This is an optimization exercise on Yosys and OpenROAD, whose aim is small area, not a production implementation. The RTL was checked by simulation tests, not by an equivalence proof against the original design. Power figures rest on the tool's default switching activity, not on a simulated workload.

==> job 8937: inputs <==
==> flow/design.v (excerpt) <==
module CPU #(
    parameter DATABITWIDTH = 16
)(
    input clk,
    input clk_en,
    input sync_rst,
    input  SystemEn,
    output HaltOut,
    output             [15:0] InstAddr,
    input              [15:0] InstData,
    input                    DataFlashEn,
    input              [9:0] FlashAddr,
    input [DATABITWIDTH-1:0] FlashData,
    output                    IOOutACK,
    input                     IOOutREQ,
    output              [3:0] IOMinorOpcode,
    output [DATABITWIDTH-1:0] IOOutAddress,
    output [DATABITWIDTH-1:0] IOOutData,
    output              [3:0] IOOutDestReg,
    input                     IOInACK,
    output                    IOInREQ,
    input               [3:0] IOInDestReg,
    input  [DATABITWIDTH-1:0] IOInData,
    output [DATABITWIDTH-1:0] RegisterWriteData_OUT,
    output                    RegisterWriteEn_OUT,
    output              [3:0] RegisterWriteAddr_OUT
);
==> flow/config.mk <==
export PLATFORM = sky130hd
export DESIGN_NAME = CPU
export DESIGN_NICKNAME = CPU
export VERILOG_FILES = /design/flow/design.v
export SDC_FILE = /design/flow/constraint.sdc
export NUM_CORES = 4
export LEC_CHECK = 0
export CAP_MARGIN = 20
export CORE_MARGIN = 2
export CORE_UTILIZATION = 50
export SLEW_MARGIN = 20
export SYNTH_HIERARCHICAL = 1
export SYNTH_MINIMUM_KEEP_SIZE = 0
==> flow/constraint.sdc <==
create_clock -name core_clock -period 8.0 [get_ports {clk}]
set_input_delay 1.6000 -clock core_clock [delete_from_list [all_inputs] [get_ports {clk}]]
set_output_delay 1.6000 -clock core_clock [all_outputs]
set_load 0.01 [all_outputs]
standard.sh (not shown) runs the stock make flow with config.mk's settings and CLKGATE_MAP_FILE= SYNTH_SCRIPT=/design/flow/synth_recipe.tcl, a recipe that flattens the netlist after the stock synthesis.
==> flow/flow/run.sh <==
#!/bin/bash
set -euo pipefail
export BUFFER_PORTS_ARGS="-buffer_cell sky130_fd_sc_hd__buf_1"
export CTS_ARGS="-sink_clustering_enable -repair_clock_nets -dont_use_dummy_load -sink_clustering_size 28 -sink_clustering_max_diameter 90 -buf_list sky130_fd_sc_hd__clkbuf_16"
bash standard.sh > standard_make.log 2>&1
==> inputs of job 180, as changes to job 8937 <==
--- a/flow/design.v
+++ b/flow/design.v
@@ -435,16 +435,15 @@
     end
     wire        s2_AZero = (s2_A == 16'h0);
     wire [15:0] BranchAbs;
     wire        BranchCarry;
     assign BranchAbs[2:0] = s2_B[2:0];
     assign {BranchCarry, BranchAbs[15:3]} = {1'b0, s2_B[15:3]} + {10'h0, s2_Offset};
     reg  [15:0] PCReg;
-    wire [15:0] JumpImmediate = {{6{s1_Inst[9]}}, s1_Inst[9:0]};
-    wire [15:0] PCAddend = JumpEn ? JumpImmediate : s2_BranchEn ? s2_B : 16'h1;
+    wire [15:0] PCAddend = JumpEn ? DataB : s2_BranchEn ? s2_B : 16'h1;
     wire [15:0] PCSum;
     wire        PCSumCarry;
     assign {PCSumCarry, PCSum} = {1'b0, PCReg} + {1'b0, PCAddend};
     wire [15:0] NextPC = JumpEn ? (s1_Inst[12] ? PCSum : TargetAbs) :
                          (s2_BranchEn && ~s2_Rel) ? BranchAbs : PCSum;
     always_ff @(posedge clk) begin
         if (sync_rst) begin
==> flow/flow/run.sh (replaced) <==
#!/bin/bash
set -euo pipefail
export BUFFER_PORTS_ARGS="-buffer_cell sky130_fd_sc_hd__buf_1"
export CTS_ARGS="-sink_clustering_enable -repair_clock_nets -dont_use_dummy_load -sink_clustering_size 20 -sink_clustering_max_diameter 60 -buf_list sky130_fd_sc_hd__clkbuf_16"
bash standard.sh > standard_make.log 2>&1
==> notes <==
Clock power: job 8937 is lower than job 180 (27%).
Between job 180 and job 8937, the lower first-iteration DRC count is in job 8937 (gap 2.9%, measured against job 8937).
Clock skew: job 180 is lower than job 8937 (0.012 ns).
Of job 8937 and job 180, job 180 has the higher count of clock-buffer cells in the layout (gap 40).
In flip-flop and latch count, job 180 and job 8937 do not differ.
Of job 180 and job 8937, job 180 has the higher total power (gap about 10%, measured against job 8937).
Job 8937 completed without violations. Job 180 completed without violations.
In die area, job 8937 and job 180 hardly differ.
Between job 8937 and job 180, the lower non-clock buffer count is in job 8937 (gap 27).
Utilization: job 180 is higher than job 8937 (1.2 points).
Global-route usage: job 8937 is lower than job 180 (1.1 points).
In sequential power, job 180 and job 8937 hardly differ.
==> figures <==
Run status: job 180 finished clean; job 8937 finished clean
Routability congestion estimate: job 180 1.03; job 8937 1.04
Clock buffer and inverter area fraction after layout: job 180 3.94%; job 8937 2.23%
Max FO, Critical Path: job 180 6; job 8937 17
Number of clock buffers in the layout: job 180 90; job 8937 50
Beginning of the worst register-to-register path: job 180 s2_Op[0]; job 8937 s2_Op[1]
Clock input transition at the sequential cells of the worst setup and hold paths: job 180 0.07 ns; job 8937 0.10 ns
Required time reported for the critical path endpoint: job 180 8.48 ns; job 8937 6.40 ns
Non-clock buffers: job 180 397; job 8937 370
Clock group: job 180 3.89 mW; job 8937 2.85 mW
Ratio of cells with drive above 1 in the final layout: job 180 11.4%; job 8937 10.1%
Highest ir drop seen on vdd: job 180 0.000170 V; job 8937 0.000178 V
Leakage dissipation: job 180 20.9 nW; job 8937 20.5 nW
Switching share of power: job 180 23.5%; job 8937 24.1%
Sequential group power: job 180 6.28 mW; job 8937 6.27 mW
Count of different cell masters after synthesis: job 180 95; job 8937 94
HPWL reported at the end of detailed placement: job 180 127 mm; job 8937 123 mm
Layout-to-synthesis area ratio: job 180 1.127x; job 8937 1.104x
Horizontal extent of the die: job 180 322 um; job 8937 323 um
Worst Hold Launch: job 180 RegsN[14][4]; job 8937 RegsN[2][5]
Met2 global-route usage: job 180 51.5%; job 8937 49.6%
Drt wl/cell: job 180 31.4 um; job 8937 30.8 um
Cell area after synthesis: job 180 50,700 um^2; job 8937 50,800 um^2

port drivers added, routing unchanged:
The flow's constraints put no driver on any port. The routed layouts listed below were extracted and timed again, unchanged, in two steps.
Step 1 (the two cells are an assumption about what drives the block):
set clk [get_ports {clk}]
set_driving_cell -lib_cell sky130_fd_sc_hd__clkbuf_16 $clk
set_driving_cell -lib_cell sky130_fd_sc_hd__buf_2 [delete_from_list [all_inputs] $clk]
Step 2, shift: input delay + t, output delay - t, t = (earliest + latest rising clock arrival at the registers) / 2. This alone moves slack from input paths to output paths.
Slacks: no drivers / after step 1 / after step 2; pairs: no drivers / after step 1.
| run | t, ns | setup WS [ns] | worst setup path at the end | worst slew at a driven data input, ns |
|---|---|---|---|---|
| job 8937 | 0.717 | 0.417 / 0.348 / 0.483 | register to register | 0.16 |
| job 180 | 0.724 | 0.491 / 0.491 / 0.491 | register to register | 0.18 |
After both steps setup and hold are still met in every run listed.
